Context: an optimization exercise on an open-source flow, tuned for a short achievable clock period and few clock cycles. The choices shown serve that exercise and are no tape-out recipe. Only simulation tests tie the RTL to the original design; equivalence was not proved. Power is estimated from default activity; no workload was simulated.

## flow/design.v (module list and top-level ports; edited modules follow where they fit)
// module mul_cs: 1844 lines
// module Alu_decoder: 24 lines
// module Main_decoder: 94 lines
// module control_unit: 30 lines
// module fetch_next: 47 lines
// module adder: 7 lines
// module mux: 19 lines
// module register_file: 28 lines
// module shift_Lft_2: 9 lines
// module sign_e: 11 lines
// module mips: 178 lines
module mips (
    input wire clk,
    input wire rst,
    output wire [31:0] imem_addr,
    input  wire [31:0] imem_rdata,
    output wire [31:0] dmem_addr,
    output wire [31:0] dmem_wdata,
    output wire        dmem_we,
    input  wire [31:0] dmem_rdata
);
  // ...
==> flow/flow/run.sh <==
#!/bin/bash
set -euo pipefail
MARGIN=${MARGIN:-17.4}
sed -e "s|CLKGATE_MAP_FILE= |CLKGATE_MAP_FILE= SETUP_SLACK_MARGIN=${MARGIN} 'BUFFER_PORTS_ARGS=-buffer_cell sky130_fd_sc_hd__buf_4' |" standard.sh > standard_margin.sh
bash standard_margin.sh > make_flow.log 2>&1 || { tail -50 make_flow.log; exit 1; }
tail -5 make_flow.log
==> flow/standard.sh <==
#!/bin/bash
# synth_recipe.tcl (not shown) runs the flow's synth.tcl, then flattens the netlist and writes it again
# the make line also repeats each setting of config.mk as NAME=value (left out here)
make -C /OpenROAD-flow-scripts/flow DESIGN_CONFIG=/design/flow/config.mk WORK_HOME=/design/flow/orfs CLKGATE_MAP_FILE= SYNTH_SCRIPT=/design/flow/synth_recipe.tcl "${@:-finish}"
==> flow/config.mk <==
export PLATFORM = sky130hd
export DESIGN_NAME = mips
export DESIGN_NICKNAME = mips
export VERILOG_FILES = /design/flow/design.v
export SDC_FILE = /design/flow/constraint.sdc
export NUM_CORES = 4
export LEC_CHECK = 0
export CAP_MARGIN = 20
export CORE_MARGIN = 2
export CORE_UTILIZATION = 85
export CTS_CLUSTER_DIAMETER = 100
export CTS_CLUSTER_SIZE = 25
export SLEW_MARGIN = 20
export SYNTH_HIERARCHICAL = 1
==> flow/constraint.sdc <==
create_clock -name core_clock -period 23.0 [get_ports {clk}]
set_input_delay 4.6000 -clock core_clock [delete_from_list [all_inputs] [get_ports {clk}]]
set_output_delay 4.6000 -clock core_clock [all_outputs]
set_load 0.01 [all_outputs]
==> reports/metrics.cfg, run 1 <==
[grt]
met1_usage_pct = 78.34
grt_max_degree = 114
grtUsageMet2_pct = 92.98
grt-ovfl-total = 7

[synthesis]
synthTopCellsByCount = edfxtp_1, mux2i_1, nand2_1, inv_1, fa_1
synthArstFlopShare_pct = 2.693
synth_top_area_share_pct = 40.33
syn_avg_cell_area_um2 = 12.42
synth-simple-area-share_pct = 8.801
muxShareOfSynthArea_pct = 14.18
synth_cells = 7479
synth_top_family_by_area = multiplexers
yosys-top-cells-area = edfxtp_1, fa_1, mux2i_1, dfxtp_1, mux4_2
synth_compound_area_share_pct = 9.528
synth_fa_ha_area_share_pct = 11.11
ys_types = 109
netlist_area_um2 = 92920
seq_area_frac_synth_pct = 48.08
synth_edf_count = 1248
synth_xor_area_share_pct = 2.902
synthFlopType = edfxtp_1

[die]
die-width_um = 334.6
fp.dieH_um = 334.6
top_level_ports = 163

[place]
place_area_um2 = 94360
gp_congestion = 1.030
dp_slack_ps = 15610
place_hpwl_um = 210600

[timing]
worstEpCategory = output port

[status]
firstError = [ERROR GRT-0232] Routing congestion too high. Check the congestion heatmap in the GUI.
haltStage = global routing
outcome = did not finish

[clock_network]
cts_buffer_depth = 3
cts_setup_buffers = 42
ctsResizeCount = 249
numCtsBuffers = 76
clock-sinks = 1597
postCtsHoldBufs = 0

Testbench counts, summed over its fixed seeds: cycles 37,690.
==> module mips, before the edit <==
module mips (
    input wire clk,
    input wire rst,
    output wire [31:0] imem_addr,
    input  wire [31:0] imem_rdata,
    output wire [31:0] dmem_addr,
    output wire [31:0] dmem_wdata,
    output wire        dmem_we,
    input  wire [31:0] dmem_rdata
);
reg  [31:0] pc_f;       
wire [31:0] pc4_f = pc_f + 32'd4;
wire [31:0] inst_f = imem_rdata;
assign imem_addr = pc_f;
reg         v_d;
reg  [31:0] ir_d;
reg  [31:0] pc4_d;
wire [5:0] op_d  = ir_d[31:26];
wire [4:0] rs_d  = ir_d[25:21];
wire [4:0] rt_d  = ir_d[20:16];
wire [4:0] rd_d  = ir_d[15:11];
wire [5:0] fn_d  = ir_d[5:0];
wire [31:0] imm_d = {{16{ir_d[15]}}, ir_d[15:0]};
wire is_r_d    = (op_d == 6'b000000);
wire is_addi_d = (op_d == 6'b001000);
wire is_lw_d   = (op_d == 6'b100011);
wire is_sw_d   = (op_d == 6'b101011);
wire is_beq_d  = (op_d == 6'b000100) & (rs_d != rt_d);
wire bsl_d     = (op_d == 6'b000100) & (rs_d == rt_d)
               & ~((ir_d[15:5] == 11'd0) | (ir_d[15:5] == 11'h7FF));
wire is_mul_d  = is_r_d & (fn_d == 6'b011100);
wire is_sub_d  = is_r_d & (fn_d == 6'b100010);
wire is_slt_d  = is_r_d & (fn_d == 6'b101010);
wire wr_d      = is_r_d | is_addi_d | is_lw_d;
wire [4:0] wdst_d = is_r_d ? rd_d : rt_d;
wire use_rs_d  = is_r_d | is_addi_d | is_lw_d | is_sw_d | is_beq_d;
wire use_rt_d  = is_r_d | is_sw_d | is_beq_d;
wire isel_d    = is_addi_d | is_lw_d | is_sw_d;
reg         wr_e, ld_e, mul_e, sw_e, sub_e, slt_e;
reg  [4:0]  wdst_e;
reg  [31:0] a_e, b_e, st_e, ma_e, mb_e;
wire [31:0] alu_e;
reg         wr_m, ld_m, mul_m, we_m;
reg  [4:0]  wdst_m;
reg  [31:0] res_m, std_m, s_m, c_m, d_m, da_m;
wire [31:0] val_m;
reg         wr_w;
reg  [4:0]  wdst_w;
reg  [31:0] res_w;
wire [31:0] rf_rs, rf_rt;
register_file RF (
    .A1(rs_d), .A2(rt_d), .A3(wdst_w), .wd3(res_w),
    .clk(clk), .rst(rst), .we3(wr_w),
    .rd1(rf_rs), .rd2(rf_rt)
);
wire he_rs = wr_e & (wdst_e == rs_d);
wire hm_rs = wr_m & (wdst_m == rs_d);
wire hw_rs = wr_w & (wdst_w == rs_d);
wire he_rt = wr_e & (wdst_e == rt_d);
wire hm_rt = wr_m & (wdst_m == rt_d);
wire hw_rt = wr_w & (wdst_w == rt_d);
wire [31:0] fwd_rs = he_rs ? alu_e : hm_rs ? val_m : hw_rs ? res_w : rf_rs;
wire [31:0] fwd_rt = he_rt ? alu_e : hm_rt ? val_m : hw_rt ? res_w : rf_rt;
wire late_e = ld_e | mul_e;
wire stall_d = v_d & (
      (use_rs_d & he_rs & late_e)
    | (use_rt_d & he_rt & late_e));
reg         beq_e;
reg  [31:0] bt_e;
wire        taken_e = beq_e & (a_e == b_e);
wire [31:0] bt_d    = pc4_d + {imm_d[29:0], 2'b00};
wire stall_f = stall_d & ~taken_e;
wire go_d = v_d & ~stall_d & ~taken_e;
wire        tkd_d  = v_d & bsl_d;
reg         booted;
wire        hold_f = taken_e | tkd_d | stall_d | ~booted;
wire [31:0] pcs_f  = ~booted ? 32'd0 : taken_e ? bt_e : tkd_d ? bt_d : stall_d ? pc_f : pc4_f;
wire [31:0] pcx_f;
fetch_next FN (
    .inst(inst_f), .pc4(pc4_f),
    .hip(pc4_f[31:8] + 24'd1), .him(pc4_f[31:8] - 24'd1),
    .pcs(pcs_f), .hold(hold_f), .pcx(pcx_f)
);
always @(posedge clk or negedge rst) begin
    if (!rst) begin
        v_d    <= 1'b0;
        booted <= 1'b0;
    end else begin
        booted <= 1'b1;
        if (taken_e | tkd_d | ~booted)
            v_d <= 1'b0;
        else if (!stall_d)
            v_d <= 1'b1;
    end
end
always @(posedge clk)
    pc_f <= pcx_f;
always @(posedge clk) begin
    if (!stall_f) begin
        ir_d  <= inst_f;
        pc4_d <= pc4_f;
    end
end
always @(posedge clk or negedge rst) begin
    if (!rst) begin
        wr_e  <= 1'b0;
        ld_e  <= 1'b0;
        mul_e <= 1'b0;
        sw_e  <= 1'b0;
        beq_e <= 1'b0;
    end else begin
        beq_e <= go_d & is_beq_d;
        wr_e  <= go_d & wr_d;
        ld_e  <= go_d & is_lw_d;
        mul_e <= go_d & is_mul_d;
        sw_e  <= go_d & is_sw_d;
    end
end
always @(posedge clk) begin
    wdst_e <= wdst_d;
    bt_e   <= bt_d;
    sub_e  <= is_sub_d;
    slt_e  <= is_slt_d;
    a_e    <= fwd_rs;
    b_e    <= isel_d ? imm_d : fwd_rt;
    st_e   <= fwd_rt;
    if (go_d & is_mul_d) begin
        ma_e <= fwd_rs;
        mb_e <= fwd_rt;
    end
end
wire [31:0] add_e = a_e + b_e;
wire [32:0] sub_e33 = {1'b0, a_e} - {1'b0, b_e};
assign alu_e = slt_e ? {31'd0, sub_e33[32]} : sub_e ? sub_e33[31:0] : add_e;
wire [31:0] ms_e, mc_e, md_e;
mul_cs MUL (.a(ma_e), .b(mb_e), .s(ms_e), .c(mc_e), .d(md_e));
always @(posedge clk or negedge rst) begin
    if (!rst) begin
        wr_m <= 1'b0;
        ld_m <= 1'b0;
        mul_m <= 1'b0;
    end else begin
        wr_m <= wr_e;
        ld_m <= ld_e;
        mul_m <= mul_e;
    end
end
always @(posedge clk)
    we_m <= sw_e;
always @(posedge clk) begin
    wdst_m <= wdst_e;
    res_m  <= alu_e;
    da_m   <= add_e;
    std_m  <= st_e;
    if (mul_e) begin
        s_m <= ms_e;
        c_m <= mc_e;
        d_m <= md_e;
    end
end
assign dmem_addr  = da_m;
assign dmem_wdata = std_m;
assign dmem_we    = we_m;
wire [31:0] mx_m = s_m ^ c_m ^ d_m;
wire [31:0] my_m = (s_m & c_m) | (s_m & d_m) | (c_m & d_m);
wire [31:0] mulsum_m = mx_m + {my_m[30:0], 1'b0};
assign val_m = ld_m ? dmem_rdata : mul_m ? mulsum_m : res_m;
always @(posedge clk or negedge rst) begin
    if (!rst)
        wr_w <= 1'b0;
    else
        wr_w <= wr_m;
end
always @(posedge clk) begin
    wdst_w <= wdst_m;
    res_w  <= val_m;
end
endmodule
==> run 2: changes to the inputs <==
--- a/flow/design.v
+++ b/flow/design.v
@@ -2039,2 +2039,10 @@
 endmodule
+module pc_fin (
+    input  wire [31:0] pn,
+    input  wire [31:0] bt,
+    input  wire        td,
+    output wire [31:0] pcx
+);
+assign pcx = td ? bt : pn;
+endmodule
 module adder (
@@ -2180,2 +2188,13 @@
     | (use_rt_d & he_rt & late_e));
+wire late_m = ld_m | mul_m;
+wire [31:0] cmp_rs = hm_rs ? res_m : hw_rs ? res_w : rf_rs;
+wire [31:0] cmp_rt = hm_rt ? res_m : hw_rt ? res_w : rf_rt;
+wire        dres_d = is_beq_d & ~(hm_rs & ~he_rs & late_m) & ~(hm_rt & ~he_rt & late_m)
+                   & ~((he_rs | he_rt) & slt_e);
+wire [31:0] k_d    = he_rs ? cmp_rt : cmp_rs;
+wire [31:0] bx_e   = b_e ^ {32{sub_e}};
+wire [31:0] cfs_d  = a_e ^ bx_e ^ k_d;
+wire [31:0] cfc_d  = {(a_e[30:0] & bx_e[30:0]) | ((a_e[30:0] | bx_e[30:0]) & ~k_d[30:0]), sub_e};
+wire        eq_d   = (he_rs | he_rt) ? (cfs_d == cfc_d) : (cmp_rs == cmp_rt);
+wire        taken_d = v_d & dres_d & ~stall_d & eq_d;
 reg         beq_e;
@@ -2190,3 +2209,3 @@
 wire [31:0] pcs_f  = ~booted ? 32'd0 : taken_e ? bt_e : tkd_d ? bt_d : stall_d ? pc_f : pc4_f;
-wire [31:0] pcx_f;
+wire [31:0] pcn_f, pcx_f;
 fetch_next FN (
@@ -2194,4 +2213,5 @@
     .hip(pc4_f[31:8] + 24'd1), .him(pc4_f[31:8] - 24'd1),
-    .pcs(pcs_f), .hold(hold_f), .pcx(pcx_f)
+    .pcs(pcs_f), .hold(hold_f), .pcx(pcn_f)
 );
+pc_fin PF (.pn(pcn_f), .bt(bt_d), .td(taken_d & ~taken_e), .pcx(pcx_f));
 always @(posedge clk or negedge rst) begin
@@ -2202,3 +2222,3 @@
         booted <= 1'b1;
-        if (taken_e | tkd_d | ~booted)
+        if (taken_e | tkd_d | taken_d | ~booted)
             v_d <= 1'b0;
@@ -2224,3 +2244,3 @@
     end else begin
-        beq_e <= go_d & is_beq_d;
+        beq_e <= go_d & is_beq_d & ~dres_d;
         wr_e  <= go_d & wr_d;
--- a/flow/config.mk
+++ b/flow/config.mk
@@ -9,3 +9,3 @@
 export CORE_MARGIN = 2
-export CORE_UTILIZATION = 85
+export CORE_UTILIZATION = 70
 export CTS_CLUSTER_DIAMETER = 100
==> run 2 against run 1 <==
- now clean on timing, DRC and antenna
- synthesized cell count rose by 5.4%
- area after synthesis grew 3.3%
==> reports/metrics.cfg, run 2 <==
[critical_path]
crit_fanout = 6
worst_path_max_delay_cell = fa_2
required_ps = 23700
slowest_delay_ps = 340
worstPathArrival_ps = 6620
critPathKind = input port to flop
critPathMostFrequentCell = mux2_4
cp-end-kind = flop
cp-start-kind = input port
crit_chain = buf_8, ha_4, inv_2, fa_2, nand2b_4, a21oi_4, a31oi_4, buf_12, clkbuf_16, mux2_4, o21ai_2, mux2_4

[grt]
first_global_vias = 71156
grt_max_degree = 73
grt-ovfl-total = 0
grtUsageTotal_pct = 46.37
grt_pass1_wl_um = 470300
antenna_found_initial = 12

[timing]
setup_tns_ps = 0
setup_violations = 0
final-hold-violation-count = 0
rsz0062_at_grt = true
timing.hold.ws_ps = 322.7
period_minus_slack_ps = 5924
max_slew.worst_pin.slew_ps = 1186
report.final.slew_viol_count = 0
fmax_ghz = 0.1688
final.period_utilization_pct = 25.76
relSlewSlack_pct = 20.12
clock_skew_ps = 41.49

[power]
switchingPower_uw = 1594
finalPower_uw = 5799
p_seq_share_pct = 57.4
max-vdd-ir-drop_mv = 0.07258
powerDensity_nw_per_um2 = 55.64
swShare_pct = 27.49
power_frac_clock_pct = 28.2
internal-power_uw = 4205
p_comb_share_pct = 14.3
power.leakage_uw = 0.04054

[clock_network]
postCtsHoldBufs = 0  ; unchanged
numCtsBuffers = 76  ; unchanged
cts_buffer_depth = 3  ; unchanged
cts_tree = done
htreeDepth = 3  ; unchanged
cts_root_buffer = clkbuf_16  ; unchanged
clk_latency_ps = 750
clock-sinks = 1597  ; unchanged
path_clk_slew_ps = 100

[drt]
drtIter0Drc = 12256
drc_errors = 0
vias = 71764
wl_um = 334100
wl_per_cell_um = 34.50
viasPerCell = 7.410
ant_nets = 0
dr.pass1.iters = 8

[synthesis]
seq_area_frac_synth_pct = 46.55  ; was 48.08%
yosysWarnings = 8  ; unchanged
syn_avg_cell_area_um2 = 12.18  ; was 12.42 um2
synth_cells = 7880  ; was 7479
synthArstFlopShare_pct = 2.693  ; unchanged
synthTopCellsByCount = edfxtp_1, mux2i_1, nand2_1, inv_1, fa_1  ; unchanged
synth.most_common_cell = edfxtp_1  ; unchanged
yosys.area.top_type = edfxtp_1  ; unchanged
ys_ff_latch = 1597  ; unchanged
synth_top_area_share_pct = 39.04  ; was 40.33%
ys_types = 114  ; was 109
yosys-top-cells-area = edfxtp_1, fa_1, mux2i_1, dfxtp_1, mux4_2  ; unchanged
synth_edf_count = 1248  ; unchanged
netlist_area_um2 = 95980  ; was 92920 um2
synthFlopType = edfxtp_1  ; unchanged

[layout]
fill_cells = 8346
final_area_um2 = 104200
largest_register_ffs = 1024
nets = 8511
post-route-util_pct = 76.74
syn2layout_area_growth_pct = 8.585
final_common_cell = edfxtp_1
final_cell_mix = edfxtp_1, mux2i_1, nand2_1
layout-drive-gt1-share_pct = 15.91
regMostFlops = RF.reg_f

[place]
port_buffers = 162  ; unchanged
place_hpwl_um = 196700  ; was 210600 um
gp_congestion = 1.017  ; was 1.030
place_area_um2 = 97900  ; was 94360 um2

[status]
outcome = timing/DRC/antenna clean  ; was did not finish

[worst_hold_path]
min_path_type = flop to flop

[die]
dieArea_um2 = 140100
die-width_um = 374.3  ; was 334.6 um
start_util_pct = 70.68  ; was 85.48%
fp.dieH_um = 374.3  ; was 334.6 um
rows = 135  ; was 121
top_level_ports = 163  ; unchanged
coreArea_um2 = 135800

[job]
maxCapViolations = 0

-- run 2: Yosys stat by module, one instance, submodules excluded --
module	times used	cell area, um2
pc_fin	1	544.3
mul_cs	1	13440
fetch_next	1	1814
register_file	1	50110
mips	1	30080
-- run 2: power by group through the flow --
| stage | logic [uW] | registers [uW] | clock network [uW] |
|---|---|---|---|
| after global placement | 697 | 3380 | 0 |
| after floorplan | 455 | 3350 | 0 |
| after detailed placement | 705 | 3390 | 0 |
| after global routing | 855 | 3330 | 1710 |
| final | 830 | 3330 | 1640 |
| after CTS | 765 | 3320 | 1620 |
-- run 2: logic make-up after synthesis --
| family | synth area share (%) |
|---|---|
| AO/OA/AOI/OAI | 9.734 |
| XOR/XNOR | 3.625 |
| adder cells (fa/ha/maj) | 11.41 |
| buffers and inverters | 5.401 |
| flip-flops | 46.55 |
| multiplexers | 14.04 |
| other | 0.007824 |
| AND/OR/NAND/NOR | 9.235 |
-- run 2: layout make-up --
class / instances / area, um2 / share of cell area (%)
multi-input combinational: 5185 / 47310 / 45.39
sequential: 1597 / 44900 / 43.08
timing repair buffer: 461 / 5470 / 5.249
tap: 1781 / 2228 / 2.138
clock buffer: 122 / 2160 / 2.072
inverter: 516 / 1943 / 1.864
clock inverter: 12 / 188.9 / 0.1813
antenna: 11 / 27.53 / 0.02641
-- run 2: path summary, 6_finish.rpt --
kind                               start  slack, ps  cells past startpoint         to
setup reg to reg                ir_d[18]      17080                     20   pc_f[27]
setup / recovery           imem_rdata[0]      17080                     12   pc_f[27]
min in group asynchronous            rst       3840                      1       sw_e
max in group asynchronous            rst      18650                      1      mul_e
hold / removal                  st_e[16]        320                      0  std_m[16]
hold reg to reg                 st_e[16]        320                      0  std_m[16]
-- run 2: stage by stage --
step	cells	setup slack, ps
6_report	9685	17080
5_1_grt	9675	17080
4_1_cts	9610	17110
3_5_place_dp	9381	14900
3_3_place_gp	9381	14950
2_1_floorplan	7882	16630
-- run 2: worst max-delay path: cells and delay by family --
| kind | cells | cell delay [ps] |
|---|---|---|
| adders and majority gates | 2 | 460 |
| and+or+nand+nor | 1 | 160 |
| buffers and inverters | 4 | 450 |
| muxes | 2 | 480 |
| AOI/OAI and AO/OA | 3 | 450 |
-- run 2: timing repair --
item / CTS / global route
gates cloned: 36 / 17
resized for setup: 332 / 157
endpoints found under the setup margin: 138 / 133
setup buffers: 59 / 45
pin swaps: 6 / 18
-- run 2: per-layer routing --
layer	wire (um)	part of all wire [%]	global-route usage, %	up-vias
met5	62	0.019	0	-
met4	24840	7.4	27.70	8
met3	53680	16	14.61	1577
met2	145700	44	68.74	6648
met1	109800	33	60.31	34980
li1	-	-	-	28551
Testbench counts of run 2, summed over its fixed seeds: cycles 36,926.
==> run 3: changes to the inputs <==
--- a/flow/config.mk
+++ b/flow/config.mk
@@ -9,3 +9,3 @@
 export CORE_MARGIN = 2
-export CORE_UTILIZATION = 70
+export CORE_UTILIZATION = 80
 export CTS_CLUSTER_DIAMETER = 100
==> run 3 against run 2 <==
- the run now fails in global routing
- synthesized cell count unchanged
- area after synthesis did not move
==> reports/metrics.cfg, run 3 <==
[synthesis]
synth_edf_count = 1248  ; unchanged
synth.most_common_cell = edfxtp_1  ; unchanged
ys_types = 114  ; unchanged
synth_xor_area_share_pct = 3.625  ; unchanged
synthFlopType = edfxtp_1  ; unchanged
syn_avg_cell_area_um2 = 12.18  ; unchanged
synth_fa_ha_area_share_pct = 11.41  ; unchanged
muxShareOfSynthArea_pct = 14.04  ; unchanged
ys_ff_latch = 1597  ; unchanged
synth_compound_area_share_pct = 9.734  ; unchanged
yosysWarnings = 8  ; unchanged
yosys.area.top_type = edfxtp_1  ; unchanged
synth_top_family_by_area = multiplexers  ; unchanged
netlist_area_um2 = 95980  ; unchanged
synthArstFlopShare_pct = 2.693  ; unchanged
synth_cells = 7880  ; unchanged
synthTopCellsByCount = edfxtp_1, mux2i_1, nand2_1, inv_1, fa_1  ; unchanged
seq_area_frac_synth_pct = 46.55  ; unchanged
synth-simple-area-share_pct = 9.235  ; unchanged
synth_top_area_share_pct = 39.04  ; unchanged
yosys-top-cells-area = edfxtp_1, fa_1, mux2i_1, dfxtp_1, mux4_2  ; unchanged

[grt]
antenna_found_initial = 59
grt_max_degree = 68
grtUsageTotal_pct = 79.19
grt-ovfl-total = 192

[status]
haltStage = global routing
firstError = [ERROR GRT-0232] Routing congestion too high. Check the congestion heatmap in the GUI.
outcome = did not finish  ; was timing/DRC/antenna clean

[clock_network]
cts_root_buffer = clkbuf_16  ; unchanged
cts_buffer_depth = 3  ; unchanged
htreeDepth = 3  ; unchanged
numCtsBuffers = 76  ; unchanged
clock-sinks = 1597  ; unchanged

[place]
gp_congestion = 1.051  ; was 1.017
place_hpwl_um = 206100  ; was 196700 um
port_buffers = 162  ; unchanged
dp.cells = 9213  ; was 9381
place_area_um2 = 97650  ; was 97900 um2

[die]
rows = 127  ; was 135
die-width_um = 350.4  ; was 374.3 um
fp.dieH_um = 350.4  ; was 374.3 um
start_util_pct = 80.32  ; was 70.68%
top_level_ports = 163  ; unchanged

[timing]
grt-worst-endpoint = pc_f[26]$_DFF_P_/D
worstEpCategory = sequential cell input

-- run 3: per-layer routing --
metal	overflow	global-route usage (%)
met4	99	75.62
met3	2	67.37
met1	9	80.82
met2	82	92.32
met5	0	38.19
-- run 3: cell families after synthesis --
kind of cell / Yosys count
AND/OR/NAND/NOR: 1815
flip-flops: 1597
AO/OA/AOI/OAI: 1369
buffers and inverters: 1107
multiplexers: 988
adder cells (fa/ha/maj): 608
XOR/XNOR: 394
other: 2
-- run 3: worst max path at each step --
stage,endpoint,cells past startpoint,from
after CTS,imem_addr[30],1,pc_f[30]
after floorplan,pc_f[28],10,imem_rdata[0]
after global placement,pc_f[31],19,ir_d[21]
after detailed placement,pc_f[29],19,ir_d[21]
-- run 3: metrics by stage --
stage	hold slack [ps]	setup slack (ps)
global placement	313.9	15090
floorplan	309.6	16630
CTS	322.7	17150
detailed placement	313.2	14950
-- run 3: timing repair --
item,4_1_cts
gates resized for setup,538
endpoints found under the setup margin,136
pin swaps,23
cloned,37
buffers inserted,71
hold buffers,0
endpoints found under the hold margin,0
-- run 3: Yosys stat by module, one instance, submodules excluded --
module / copies in the design / flops+latches / cell area (um2) / cells
register_file: 1 / 1056 / 50110 / 3014
mips: 1 / 541 / 30080 / 3074
fetch_next: 1 / 0 / 1814 / 230
pc_fin: 1 / 0 / 544.3 / 36
mul_cs: 1 / 0 / 13440 / 1526
-- run 3: power by group through the flow --
stage	combinational (uW)	sequential (uW)	clock (uW)
3_5_place_dp	686	3400	0
3_3_place_gp	669	3390	0
2_1_floorplan	455	3350	0
4_1_cts	770	3340	1590
==> run 4: changes to the inputs <==
--- a/flow/config.mk
+++ b/flow/config.mk
@@ -9,3 +9,3 @@
 export CORE_MARGIN = 2
-export CORE_UTILIZATION = 80
+export CORE_UTILIZATION = 75
 export CTS_CLUSTER_DIAMETER = 100
==> run 4 against run 3 <==
- area after synthesis is the same
- synthesized cell count is the same
- the run now finishes clean
==> reports/metrics.cfg, run 4 <==
[grt]
grt_max_degree = 70
met3_usage_pct = 19.71
antenna_found_initial = 25
grtUsageMet2_pct = 72.66
grt_pass1_wl_um = 473400
first_global_vias = 71991
top_usage_layer = met2
met1_usage_pct = 63.04
grtUsageTotal_pct = 50.28
grt-ovfl-total = 0

[synthesis]
yosysWarnings = 8  ; unchanged
ys_ff_latch = 1597  ; unchanged
ys_types = 114  ; unchanged
synth_edf_count = 1248  ; unchanged
synthArstFlopShare_pct = 2.693  ; unchanged
seq_area_frac_synth_pct = 46.55  ; unchanged
synth_cells = 7880  ; unchanged
synth_top_area_share_pct = 39.04  ; unchanged
synth.most_common_cell = edfxtp_1  ; unchanged
syn_avg_cell_area_um2 = 12.18  ; unchanged
synthFlopType = edfxtp_1  ; unchanged
yosys-top-cells-area = edfxtp_1, fa_1, mux2i_1, dfxtp_1, mux4_2  ; unchanged
synthTopCellsByCount = edfxtp_1, mux2i_1, nand2_1, inv_1, fa_1  ; unchanged
netlist_area_um2 = 95980  ; unchanged
yosys.area.top_type = edfxtp_1  ; unchanged

[timing]
final.period_utilization_pct = 25.76
clock_skew_ps = 66.21
fmax_ghz = 0.1688
timing.hold.ws_ps = 329.5
relSlewSlack_pct = 19.53
max_slew.worst_pin.slew_ps = 1205
setup_tns_ps = 0
report.final.slew_viol_count = 0
rsz0062_at_grt = true
setup_violations = 0
period_minus_slack_ps = 5925
final-hold-violation-count = 0

[power]
swShare_pct = 27.91
power.leakage_uw = 0.04063
powerDensity_nw_per_um2 = 55.64
power_frac_clock_pct = 28.0
p_comb_share_pct = 14.5
max-vdd-ir-drop_mv = 0.1102
p_seq_share_pct = 57.4
internal-power_uw = 4191
switchingPower_uw = 1623

[layout]
regMostFlops = RF.reg_f
final_common_cell = edfxtp_1
final_area_um2 = 104500
layout-drive-gt1-share_pct = 16.40
final_cell_mix = edfxtp_1, mux2i_1, nand2_1
syn2layout_area_growth_pct = 8.858
nets = 8526
largest_register_ffs = 1024

[critical_path]
crit_fanout = 6
required_ps = 23690
critPathKind = input port to flop
worstPathArrival_ps = 6610
cp-end-kind = flop
r2r_slack_ps = 17270
ff2ff_path_depth = 21
cp-start-kind = input port

[clock_network]
cts_root_buffer = clkbuf_16  ; unchanged
cts_buffer_depth = 3  ; unchanged
htreeDepth = 3  ; unchanged
cts_tree = done
path_clk_slew_ps = 100
clk_latency_ps = 800
clock-sinks = 1597  ; unchanged
numCtsBuffers = 76  ; unchanged

[drt]
dr.pass1.iters = 17
drc_errors = 0
vias = 73507
ant_nets = 0
wl_per_cell_um = 35.82
viasPerCell = 7.684
wl_um = 342600
drtIter0Drc = 14167

[die]
rows = 131  ; was 127
top_level_ports = 163  ; unchanged
coreArea_um2 = 127400
dieArea_um2 = 130900
start_util_pct = 75.37  ; was 80.32%
die-width_um = 361.7  ; was 350.4 um
fp.dieH_um = 361.7  ; was 350.4 um

[place]
place_area_um2 = 97760  ; was 97650 um2
port_buffers = 162  ; unchanged
place_hpwl_um = 198200  ; was 206100 um
gp_congestion = 1.068  ; was 1.051

[worst_hold_path]
min_path_cells = 0
min_path_type = flop to flop

[job]
maxCapViolations = 0

[status]
outcome = timing/DRC/antenna clean  ; was did not finish

==> run 4: worst paths after layout <==
check,startpoint,end
worst max-delay path,imem_rdata[0],pc_f[27]
worst min-delay path,st_e[9],std_m[9]
worst max register to register,ir_d[23],pc_f[29]
worst min register to register,st_e[9],std_m[9]
max in group asynchronous,rst,mul_e
min in group asynchronous,rst,booted
==> run 4: power by group through the flow <==
stage	clock network, uW	registers, uW	logic (uW)
floorplan	0	3350	455
global placement	0	3390	684
detailed placement	0	3390	694
CTS	1590	3330	758
global route	1690	3340	861
finish	1630	3340	845
==> run 4: per-module statistics from Yosys (local to each module, per instance) <==
module,cells,flops+latches,area [um2],copies in the design
fetch_next,230,0,1814,1
mips,3074,541,30080,1
mul_cs,1526,0,13440,1
pc_fin,36,0,544.3,1
register_file,3014,1056,50110,1
==> run 4: cells by family (layout without fill, tap and decap cells) <==
kind of cell / Yosys count / in the layout / synth area share [%]
XOR/XNOR: 394 / 394 / 3.625
other: 2 / 12 / 0.007824
AO/OA/AOI/OAI: 1369 / 1369 / 9.734
AND/OR/NAND/NOR: 1815 / 1820 / 9.235
buffers and inverters: 1107 / 1116 / 5.401
adder cells (fa/ha/maj): 608 / 608 / 11.41
flip-flops: 1597 / 1597 / 46.55
multiplexers: 988 / 988 / 14.04
==> run 4: worst max-delay path: stages <==
cell and delay (ps):
buf_8 80, ha_4 120, inv_2 40, fa_2 350, nand2b_4 170, a21oi_4 170
a31oi_4 170, buf_6 170, buf_16 150, mux2_4 320, o21ai_2 120, mux2_4 160
==> run 4: repair_timing <==
item	in CTS	in global routing
hold buffers	0	0
setup endpoints to repair	146	134
resized for setup	420	160
pin swaps	13	16
setup buffers	54	54
cloned	31	22
==> run 4: per-stage QoR <==
stage	utilization, %	instances	total power [uW]	worst slack [ps]
6_report	82.04	9566	5814	17080
5_1_grt	82.03	9559	5889	17080
4_1_cts	80.66	9478	5676	17090
3_5_place_dp	76.76	9271	4085	15010
3_3_place_gp	76.76	9271	4069	15040
2_1_floorplan	-	7882	3809	16630
==> run 4: layer usage <==
| layer | wire length [um] | part of all wire (%) | vias up |
|---|---|---|---|
| met4 | 31360 | 9.2 | 31 |
| met2 | 142200 | 41 | 7500 |
| met1 | 105000 | 31 | 35231 |
| met5 | 436 | 0.13 | - |
| met3 | 63690 | 19 | 2182 |
| li1 | - | - | 28563 |
==> run 4: area by class of cell <==
cell class | count | area (um2)
Multi-Input combinational cell | 5183 | 47480
Fill cell | 6829 | 22870
Sequential cell | 1597 | 44910
Inverter | 516 | 1939
Tap cell | 1662 | 2079
Timing Repair Buffer | 478 | 5798
Clock buffer | 107 | 2061
Antenna cell | 8 | 20.02
Clock inverter | 15 | 197.7
==> module fetch_next, before the edit <==
module fetch_next (
    input  wire [31:0] inst,    
    input  wire [31:0] pc4,     
    input  wire [23:0] hip,     
    input  wire [23:0] him,     
    input  wire [31:0] pcs,     
    input  wire        hold,    
    output wire [31:0] pcx
);
wire j  = (inst[31:26] == 6'b000010);
wire bs = (inst[31:26] == 6'b000100) & (inst[25:21] == inst[20:16]);
wire [5:0] a = pc4[7:2];
wire [5:0] b = inst[5:0];
wire [5:0] p0 = a ^ b;
wire [5:0] g0 = a & b;
wire g1_1 = g0[1] | (p0[1] & g0[0]);
wire g1_2 = g0[2] | (p0[2] & g0[1]);
wire p1_2 = p0[2] & p0[1];
wire g1_3 = g0[3] | (p0[3] & g0[2]);
wire p1_3 = p0[3] & p0[2];
wire g1_4 = g0[4] | (p0[4] & g0[3]);
wire p1_4 = p0[4] & p0[3];
wire g1_5 = g0[5] | (p0[5] & g0[4]);
wire p1_5 = p0[5] & p0[4];
wire g2_2 = g1_2 | (p1_2 & g0[0]);
wire g2_3 = g1_3 | (p1_3 & g1_1);
wire g2_4 = g1_4 | (p1_4 & g1_2);
wire p2_4 = p1_4 & p1_2;
wire g2_5 = g1_5 | (p1_5 & g1_3);
wire p2_5 = p1_5 & p1_3;
wire g3_4 = g2_4 | (p2_4 & g0[0]);
wire g3_5 = g2_5 | (p2_5 & g1_1);
wire [5:0] lo;
assign lo[0] = p0[0];
assign lo[1] = p0[1] ^ g0[0];
assign lo[2] = p0[2] ^ g1_1;
assign lo[3] = p0[3] ^ g2_2;
assign lo[4] = p0[4] ^ g2_3;
assign lo[5] = p0[5] ^ g3_4;
wire co = g3_5;
wire [23:0] hi1 = b[5] ? pc4[31:8] : hip;
wire [23:0] hi0 = b[5] ? him : pc4[31:8];
wire [23:0] hi = co ? hi1 : hi0;
wire [31:0] bt = {hi, lo, 2'b00};
wire [31:0] jt = {pc4[31:28], inst[25:0], 2'b00};
assign pcx = (j & ~hold) ? jt : (bs & ~hold) ? bt : pcs;
endmodule
==> run 5: changes to the inputs <==
--- a/flow/design.v
+++ b/flow/design.v
@@ -1997,8 +1997,7 @@
     input  wire [23:0] him,     
-    input  wire [31:0] pcs,     
-    input  wire        hold,    
-    output wire [31:0] pcx
+    output wire [31:0] nf       
 );
 wire j  = (inst[31:26] == 6'b000010);
-wire bs = (inst[31:26] == 6'b000100) & (inst[25:21] == inst[20:16]);
+wire bs = (inst[31:26] == 6'b000100) & (inst[25:21] == inst[20:16])
+        & ((inst[15:5] == {11{1'b0}}) | (inst[15:5] == {11{1'b1}}));
 wire [5:0] a = pc4[7:2];
@@ -2037,11 +2036,11 @@
 wire [31:0] jt = {pc4[31:28], inst[25:0], 2'b00};
-assign pcx = (j & ~hold) ? jt : (bs & ~hold) ? bt : pcs;
+assign nf = j ? jt : bs ? bt : pc4;
 endmodule
-module pc_fin (
-    input  wire [31:0] pn,
-    input  wire [31:0] bt,
-    input  wire        td,
+module pc_mux (
+    input  wire [31:0] nf,
+    input  wire [31:0] early,
+    input  wire        use_f,
     output wire [31:0] pcx
 );
-assign pcx = td ? bt : pn;
+assign pcx = use_f ? nf : early;
 endmodule
@@ -2205,7 +2204,7 @@
 wire go_d = v_d & ~stall_d & ~taken_e;
-wire        tkd_d  = v_d & bsl_d;
+wire        redir_d = (v_d & bsl_d) | taken_d;
 reg         booted;
-wire        hold_f = taken_e | tkd_d | stall_d | ~booted;
-wire [31:0] pcs_f  = ~booted ? 32'd0 : taken_e ? bt_e : tkd_d ? bt_d : stall_d ? pc_f : pc4_f;
-wire [31:0] pcn_f, pcx_f;
+wire        use_f   = booted & ~taken_e & ~redir_d & ~stall_d;
+wire [31:0] early_f = ~booted ? 32'd0 : taken_e ? bt_e : redir_d ? bt_d : pc_f;
+wire [31:0] nf_f, pcx_f;
 fetch_next FN (
@@ -2213,5 +2212,5 @@
     .hip(pc4_f[31:8] + 24'd1), .him(pc4_f[31:8] - 24'd1),
-    .pcs(pcs_f), .hold(hold_f), .pcx(pcn_f)
+    .nf(nf_f)
 );
-pc_fin PF (.pn(pcn_f), .bt(bt_d), .td(taken_d & ~taken_e), .pcx(pcx_f));
+pc_mux PM (.nf(nf_f), .early(early_f), .use_f(use_f), .pcx(pcx_f));
 always @(posedge clk or negedge rst) begin
@@ -2222,3 +2221,3 @@
         booted <= 1'b1;
-        if (taken_e | tkd_d | taken_d | ~booted)
+        if (taken_e | redir_d | ~booted)
             v_d <= 1'b0;
--- a/flow/config.mk
+++ b/flow/config.mk
@@ -9,3 +9,3 @@
 export CORE_MARGIN = 2
-export CORE_UTILIZATION = 75
+export CORE_UTILIZATION = 70
 export CTS_CLUSTER_DIAMETER = 100
==> run 5 against run 4 <==
- flip-flop and latch count did not move
- count of clock-buffer cells in the layout fell by 1
- clock skew is 47 ps higher
- still clean on timing, DRC and antenna
- critical endpoint is now pc_f[8]
- worst hold slack worse by 19 ps
- die area increased by 7.1%
==> reports/metrics.cfg, run 5 <==
[die]
top_level_ports = 163  ; unchanged
rows = 135  ; was 131
fp.dieH_um = 374.3  ; was 361.7 um
dieArea_um2 = 140100  ; was 130900 um2
start_util_pct = 70.68  ; was 75.37%
die-width_um = 374.3  ; was 361.7 um
coreArea_um2 = 135800  ; was 127400 um2

[synthesis]
syn_avg_cell_area_um2 = 12.26  ; was 12.18 um2
yosysWarnings = 8  ; unchanged
synth_top_area_share_pct = 39.04  ; about the same
yosys-top-cells-area = edfxtp_1, fa_1, mux2i_1, dfxtp_1, mux4_2  ; unchanged
seq_area_frac_synth_pct = 46.54  ; was 46.55%
yosys.area.top_type = edfxtp_1  ; unchanged
ys_ff_latch = 1597  ; unchanged
netlist_area_um2 = 95990  ; was 95980 um2
synthTopCellsByCount = edfxtp_1, mux2i_1, inv_1, nand2_1, fa_1  ; was edfxtp_1, mux2i_1, nand2_1, inv_1, fa_1
synthArstFlopShare_pct = 2.693  ; unchanged
synthFlopType = edfxtp_1  ; unchanged
ys_types = 103  ; was 114
synth_cells = 7828  ; was 7880
synth.most_common_cell = edfxtp_1  ; unchanged
synth_edf_count = 1248  ; unchanged

[grt]
grt-ovfl-total = 0  ; unchanged
grt_max_degree = 74  ; was 70
antenna_found_initial = 37  ; was 25
grt_pass1_wl_um = 490300  ; was 473400 um
grtUsageTotal_pct = 48.59  ; was 50.28%
first_global_vias = 72985  ; was 71991

[drt]
drc_errors = 0  ; unchanged
ant_nets = 0  ; unchanged
wl_per_cell_um = 36.50  ; was 35.82 um
dr.pass1.iters = 9  ; was 17
wl_um = 354200  ; was 342600 um
viasPerCell = 7.623  ; was 7.684
vias = 73984  ; was 73507
drtIter0Drc = 13091  ; was 14167

[layout]
final_common_cell = edfxtp_1  ; unchanged
nets = 8530  ; was 8526
syn2layout_area_growth_pct = 11.31  ; was 8.858%
layout.area.seq_um2 = 44900  ; was 44910 um2
regMostFlops = RF.reg_f  ; unchanged
layout-drive-gt1-share_pct = 18.92  ; was 16.40%
fill_cells = 7839  ; was 6829
multi_input_area_um2 = 48260  ; was 47480 um2
final_cell_mix = edfxtp_1, mux2i_1, inv_1  ; was edfxtp_1, mux2i_1, nand2_1
final_area_um2 = 106800  ; was 104500 um2
largest_register_ffs = 1024  ; unchanged

[timing]
max_slew.worst_pin.slew_ps = 1283  ; was 1205 ps
setup_violations = 0  ; unchanged
rsz0062_at_grt = true  ; unchanged
period_minus_slack_ps = 6148  ; was 5925 ps
final-hold-violation-count = 0  ; unchanged
relSlewSlack_pct = 14.16  ; was 19.53%
setup_tns_ps = 0  ; unchanged
fmax_ghz = 0.1627  ; was 0.1688 GHz
clock_skew_ps = 113.1  ; was 66.21 ps
report.final.slew_viol_count = 0  ; unchanged
final.period_utilization_pct = 26.73  ; was 25.76%

[worst_hold_path]
min_path_type = flop to flop  ; unchanged

[critical_path]
worstPathArrival_ps = 6790  ; was 6610 ps
critPathKind = input port to flop  ; unchanged
cp-start-kind = input port  ; unchanged
crit_chain = buf_8, ha_4, inv_2, fa_2, and2b_2, o31ai_4, a21o_4, buf_6, buf_6, mux2i_1, mux2_4, o21ai_2, mux2_4  ; was buf_8, ha_4, inv_2, fa_2, nand2b_4, a21oi_4, a31oi_4, buf_6, buf_16, mux2_4, o21ai_2, mux2_4
worst_path_max_delay_cell = o31ai_4  ; was fa_2
slowest_delay_ps = 280  ; was 350 ps
cp-end-kind = flop  ; unchanged
crit_fanout = 4  ; was 6
required_ps = 23650  ; was 23690 ps

[clock_network]
clock-sinks = 1597  ; unchanged
path_clk_slew_ps = 110  ; was 100 ps
numCtsBuffers = 78  ; was 76
cts_tree = done  ; unchanged
htreeDepth = 3  ; unchanged
clk_latency_ps = 840  ; was 800 ps
cts_buffer_depth = 3  ; unchanged
postCtsHoldBufs = 0  ; unchanged
cts_root_buffer = clkbuf_16  ; unchanged

[place]
place_hpwl_um = 202900  ; was 198200 um
port_buffers = 162  ; unchanged
gp_congestion = 1.022  ; was 1.068
place_area_um2 = 97760  ; about the same

[power]
power.leakage_uw = 0.04119  ; was 0.04063 uW
max-vdd-ir-drop_mv = 0.08794  ; was 0.1102 mV
powerDensity_nw_per_um2 = 55.99  ; was 55.64 nW/um2
finalPower_uw = 5982  ; was 5814 uW

[job]
maxCapViolations = 0  ; unchanged

[status]
outcome = timing/DRC/antenna clean  ; unchanged

run 5: cell count changes after synthesis, moves of 21 or more:
cell      change
xor2_1       -27
o221ai_1     +21
nand2_1      -96
nor2_1       -41
clkbuf_1     +25
inv_1        +30
nand4_1      +28
a21o_1       +21
o211ai_1     +25
run 5: metal layers:
layer / global-route usage (%) / part of all wire, %
met4: 32.41 / 8.6
met1: 61.89 / 32
met5: 0 / 0.069
met3: 17.59 / 18
met2: 70.16 / 42
run 5: cell families (layout without fill, tap and decap cells):
group / count (synthesis) / after routing / synth area share, %
simple gates: 1692 / 1699 / 8.755
other cells: 2 / 27 / 0.007824
buf+inv: 1150 / 1214 / 5.598
compound gates: 1430 / 1430 / 10.35
mux: 989 / 989 / 14.04
fa+ha+maj: 608 / 608 / 11.41
xor+xnor: 360 / 360 / 3.307
flops: 1597 / 1597 / 46.54
run 5: area by class of cell:
type                    count  share of cell area, %
repair buffers            541                  6.502
clock inverters            19                 0.3010
well taps                1781                  2.086
diodes                     23                0.05387
clock buffers             106                  1.925
multi-input cells        5090                  45.17
inverters                 548                  1.939
flip-flops and latches   1597                  42.03
run 5: Yosys stat by module, one instance, submodules excluded:
module / flops+latches / area (um2)
mul_cs: 0 / 13450
register_file: 1056 / 50110
fetch_next: 0 / 1768
mips: 541 / 30120
pc_mux: 0 / 544.3
run 5: worst max-delay path, delay by kind of cell:
kind,cells,cell delay (ps)
AOI/OAI and AO/OA,3,570
adders and majority gates,2,350
buffers and inverters,4,390
and+or+nand+nor,1,250
muxes,3,620
run 5: per-stage QoR:
stage | hold slack [ps] | std cells | utilization (%) | setup slack, ps
3_3_place_gp | 311.3 | 9324 | 71.97 | 13930
2_1_floorplan | 309.6 | 7830 | - | 16350
3_5_place_dp | 313.2 | 9324 | 71.98 | 13760
5_1_grt | 320.4 | 9690 | 78.65 | 16800
4_1_cts | 318.5 | 9606 | 77.10 | 16910
6_report | 310.8 | 9705 | 78.68 | 16850
run 5: power breakdown:
part           leakage, uW  internal, uW  total, uW  switching, uW
registers           0.0147          3220       3350            136
logic               0.0253           391        950            559
clock network      0.00114           659       1680           1020
total               0.0412          4270       5980           1720
run 5: final timing paths:
check	start	to	slack (ps)	cells after the start
max	imem_rdata[0]	pc_f[8]	16850	13
min in group asynchronous	rst	RF.wv[17]	3770	1
max reg2reg	ir_d[23]	pc_f[12]	16950	27
min reg2reg	st_e[0]	std_m[0]	310	0
min	st_e[0]	std_m[0]	310	0
max in group asynchronous	rst	mul_e	18760	1
run 5: what timing repair did:
| action | in CTS | in global routing |
|---|---|---|
| setup buffers | 103 | 60 |
| pin swaps | 33 | 47 |
| resized for setup | 559 | 266 |
| gates cloned | 54 | 15 |
| endpoints found under the setup margin | 179 | 134 |
Testbench counts of run 5, summed over its fixed seeds: cycles 36,926.

## what the ideal ports hide
How much do the figures lean on ideal ports? The routed layouts below were timed once more, with nothing changed but the port constraints. Step 1 (the two cells are an assumption about what drives the block):
set clk [get_ports {clk}]
set_driving_cell -lib_cell sky130_fd_sc_hd__clkbuf_16 $clk
set_driving_cell -lib_cell sky130_fd_sc_hd__buf_2 [delete_from_list [all_inputs] $clk]
Step 2 moves the port delays by t, midway between the first and last clock arrival at a register: inputs arrive t later, outputs are due t later. That takes back most of the time a late clock gives input paths. a / b / c = no drivers / after step 1 / after step 2; a / b = the first two.
run	t, ns	setup slack, ns	worst setup path at the end	worst slew at a driven data input, ns
run 2	0.821	17.076 / 17.055 / 16.291	input to register	0.19
run 4	0.853	17.075 / 17.024 / 16.228	input to register	0.16
run 5	0.875	16.852 / 16.896 / 16.022	input to register	0.12
After both steps setup and hold are still met in every run listed. The setup slack of run 4, which loses most, moves by -0.051 ns with the drivers and by -0.847 ns with both steps.
